This design comes from an exercise in tuning for small area and a short achievable clock period on the open sky130 flow, not from production work.
Only simulation tests tie the RTL to the original design; equivalence was not proved.

==> trial 66 <==
// izhikevich
module izhikevich (clk, a, b, c, d, v, u, i, v_prime, u_prime, fired);
==> flow/config.mk <==
export PLATFORM = sky130hd
export DESIGN_NAME = izhikevich
export DESIGN_NICKNAME = izhikevich
export VERILOG_FILES = /design/flow/design.v
export SDC_FILE = /design/flow/constraint.sdc
export NUM_CORES = 4
export LEC_CHECK = 0
export ABC_AREA = 1
export CAP_MARGIN = 20
export CORE_MARGIN = 2
export CORE_UTILIZATION = 50
export SLEW_MARGIN = 20
==> flow/constraint.sdc <==
create_clock -name core_clock -period 24.0 [get_ports {clk}]
set_input_delay 4.8000 -clock core_clock [delete_from_list [all_inputs] [get_ports {clk}]]
set_output_delay 4.8000 -clock core_clock [all_outputs]
set_load 0.01 [all_outputs]
standard.sh (not shown) runs the stock make flow with config.mk's settings and CLKGATE_MAP_FILE= SYNTH_SCRIPT=/design/flow/synth_recipe.tcl, a recipe that flattens the netlist after the stock synthesis.
==> flow/flow/run.sh <==
#!/bin/bash
# Standard ORFS layout through the standard.sh, with two changes:
# no full/half-adder cell extraction in synthesis (ABC maps the adder logic
# to ordinary gates), and timing repair aiming for a larger setup slack.
set -euo pipefail
bash standard.sh ADDER_MAP_FILE= SETUP_SLACK_MARGIN=10 finish > standard_flow.log 2>&1
==> build 29 (differences from trial 66) <==
==> flow/flow/run.sh (replaced) <==
#!/bin/bash
# Standard ORFS layout (the standard.sh, unchanged synthesis), with the
# timing-repair steps aiming for a larger setup slack than the default.
set -euo pipefail
bash standard.sh SETUP_SLACK_MARGIN=8 finish > standard_flow.log 2>&1
Settings changed: ABC_AREA 1 to not set, CORE_UTILIZATION 50 to 40.
==> build 76 (differences from trial 66) <==
==> flow/flow/run.sh (replaced) <==
#!/bin/bash
# Standard ORFS layout (the standard.sh, unchanged synthesis), with the
# timing-repair steps aiming for a larger setup slack than the default.
set -euo pipefail
bash standard.sh SETUP_SLACK_MARGIN=8 finish > standard_flow.log 2>&1
Settings changed: CORE_UTILIZATION 50 to 40.
==> impl_metrics.py <==
metrics = {
    "floorplan": {
        "core_region_area_sq_um": 70000,
    },
    "logic_synthesis": {
        "syn_area_sq_um": 28300,
    },
    "timing": {
        "worst_pin_slew_ns": 1.12,
    },
    "global_route": {
        "grt.met3_usage_pct": 2.43,
    },
    "min_path": {
        "min-delay-start": "c[16]",
    },
    "outcome": {
        "outcome": "timing/DRC/antenna clean",
    },
}
The numbers above come from build 29.

==> impl_metrics.py <==
metrics = {
    "global_route": {
        "grt.met3_usage_pct": 1.88,
        "grt_pass1_vias": 24000,
    },
    "floorplan": {
        "core_region_area_sq_um": 68600,
    },
    "logic_synthesis": {
        "syn_area_sq_um": 27700,
    },
    "timing": {
        "worst_pin_slew_ns": 1.05,
    },
    "outcome": {
        "outcome": "timing/DRC/antenna clean",
    },
}
The numbers above come from build 76.

==> impl_metrics.py <==
metrics = {
    "outcome": {
        "outcome": "timing/DRC/antenna clean",
    },
    "logic_synthesis": {
        "netlist_instances": 6978,
        "syn_area_sq_um": 33600,
        "synth_area_leader_cell": "nand2_1",
        "async_reset_ff_share_pct": 0,
    },
    "route": {
        "num_vias": 42600,
    },
    "timing": {
        "drv_slew": 0,
        "worst_pin_slew_ns": 1.24,
    },
    "critical_path": {
        "path_depth": 54,
    },
    "floorplan": {
        "core_region_area_sq_um": 66100,
    },
    "min_path": {
        "min-delay-start": "c[14]",
    },
}
The numbers above come from trial 66.


---

==> run a <==
izhikevich again, from the RTL that the note above started with.
==> flow/config.mk <==
export PLATFORM = sky130hd
export DESIGN_NAME = izhikevich
export DESIGN_NICKNAME = izhikevich
export VERILOG_FILES = /design/flow/design.v
export SDC_FILE = /design/flow/constraint.sdc
export NUM_CORES = 4
export LEC_CHECK = 0
export ABC_AREA = 1
export CAP_MARGIN = 20
export CORE_MARGIN = 2
export CORE_UTILIZATION = 50
export SLEW_MARGIN = 20
==> flow/constraint.sdc <==
create_clock -name core_clock -period 24.0 [get_ports {clk}]
set_input_delay 4.8000 -clock core_clock [delete_from_list [all_inputs] [get_ports {clk}]]
set_output_delay 4.8000 -clock core_clock [all_outputs]
set_load 0.01 [all_outputs]
==> flow/flow/run.sh <==
#!/bin/bash
# Standard ORFS layout through the standard.sh, with two changes:
# no full/half-adder cell extraction in synthesis (ABC maps the adder logic
# to ordinary gates), and timing repair aiming for a larger setup slack.
set -euo pipefail
bash standard.sh ADDER_MAP_FILE= SETUP_SLACK_MARGIN=9.5 finish > standard_flow.log 2>&1
==> inputs of run b, as changes to run a <==
==> flow/flow/run.sh (replaced) <==
#!/bin/bash
# Standard ORFS layout (the standard.sh, unchanged synthesis), with the
# timing-repair steps aiming for a larger setup slack than the default.
set -euo pipefail
bash standard.sh SETUP_SLACK_MARGIN=7.5 finish > standard_flow.log 2>&1
CORE_UTILIZATION = 55   (was 50)
==> inputs of run c, as changes to run a <==
==> flow/flow/run.sh (replaced) <==
#!/bin/bash
# Standard ORFS layout (the standard.sh, unchanged synthesis), with the
# timing-repair steps aiming for a larger setup slack than the default.
set -euo pipefail
bash standard.sh SETUP_SLACK_MARGIN=7.5 finish > standard_flow.log 2>&1
CORE_UTILIZATION = 40   (was 50)
==> results.txt <==
	run b	run a	run c
Run status	timing/DRC/antenna clean	timing/DRC/antenna clean	timing/DRC/antenna clean
Arrival time worst endpoint	16.31 ns	13.75 ns	16.16 ns
Count of placed standard cells in the final layout, fillers left out	4490	7861	4700
Smallest hold slack	5.05 ns	5.05 ns	5.04 ns
Met2 Routed Length	42.9 mm	51.3 mm	40.8 mm
Placement-stage cell area	29800 µm²	35400 µm²	30100 µm²
Die Area	52100 µm²	69200 µm²	71300 µm²
Avg WL per Cell	20.1 µm	15.8 µm	18.3 µm
Cell count after placement	4351	7839	4602
Adder-cell share of the synthesized area	39.2%	0.0596%	39.2%
Wire length of the first global-routing pass	139 mm	196 mm	133 mm
Top sig layer	met4	met4	met5
Number of clock buffers in the layout	5	6	6
Final estimated routing congestion in global placement	0.947	0.983	0.921
Count of routing violations after the opening detailed-route iteration	2220	4040	1886
Total routing usage reported by global routing	33.3%	34.6%	23.5%
Buffering stage count on the worst path with inverters included	21	7	20
Metal1 wirelength	37.0 mm	56.2 mm	37.3 mm
Multi-input gate share of total cell area	76.0%	80.0%	76.2%
Vias per cell	5.72	5.43	5.24
Height of the die	228 µm	263 µm	267 µm
Routed wire length on met3	6.26 mm	9.62 mm	5.50 mm

==> separate check: timing with driven ports <==
No port has a modelled driver above. Below, the same layouts with a new extraction and two added sets of constraints. Step 1 sets driving cells, clkbuf_16 on the clock port and buf_2 on the other inputs (assumed; they add their load-dependent delay and slew). Step 2 moves the port delays by t, midway between the first and last clock arrival at a register: inputs arrive t later, outputs are due t later. That takes back most of the time a late clock gives input paths. Slacks: ideal / step 1 / step 2; pairs: ideal / step 1.
run | t (ns) | slack for setup (ns) | worst hold slack (ns) | worst setup path at the end
trial 66 | 0.351 | 10.904 / 10.932 / 10.581 | 5.043 / 5.021 / 5.372 | input to register
build 29 | 0.337 | 7.848 / 7.850 / 7.513 | 5.055 / 5.033 / 5.370 | input to register
build 76 | 0.309 | 8.365 / 8.326 / 8.016 | 5.041 / 5.032 / 5.341 | input to register
run a | 0.350 | 10.412 / 10.441 / 10.091 | 5.046 / 5.024 / 5.374 | input to register
run b | 0.325 | 7.866 / 7.879 / 7.554 | 5.054 / 5.036 / 5.361 | input to register
run c | 0.312 | 8.020 / 8.022 / 7.709 | 5.036 / 5.026 / 5.338 | input to register
After both steps every run listed still meets setup and hold. For build 76, which loses most, drivers alone change the setup slack by -0.039 ns; drivers and shift together by -0.349 ns.
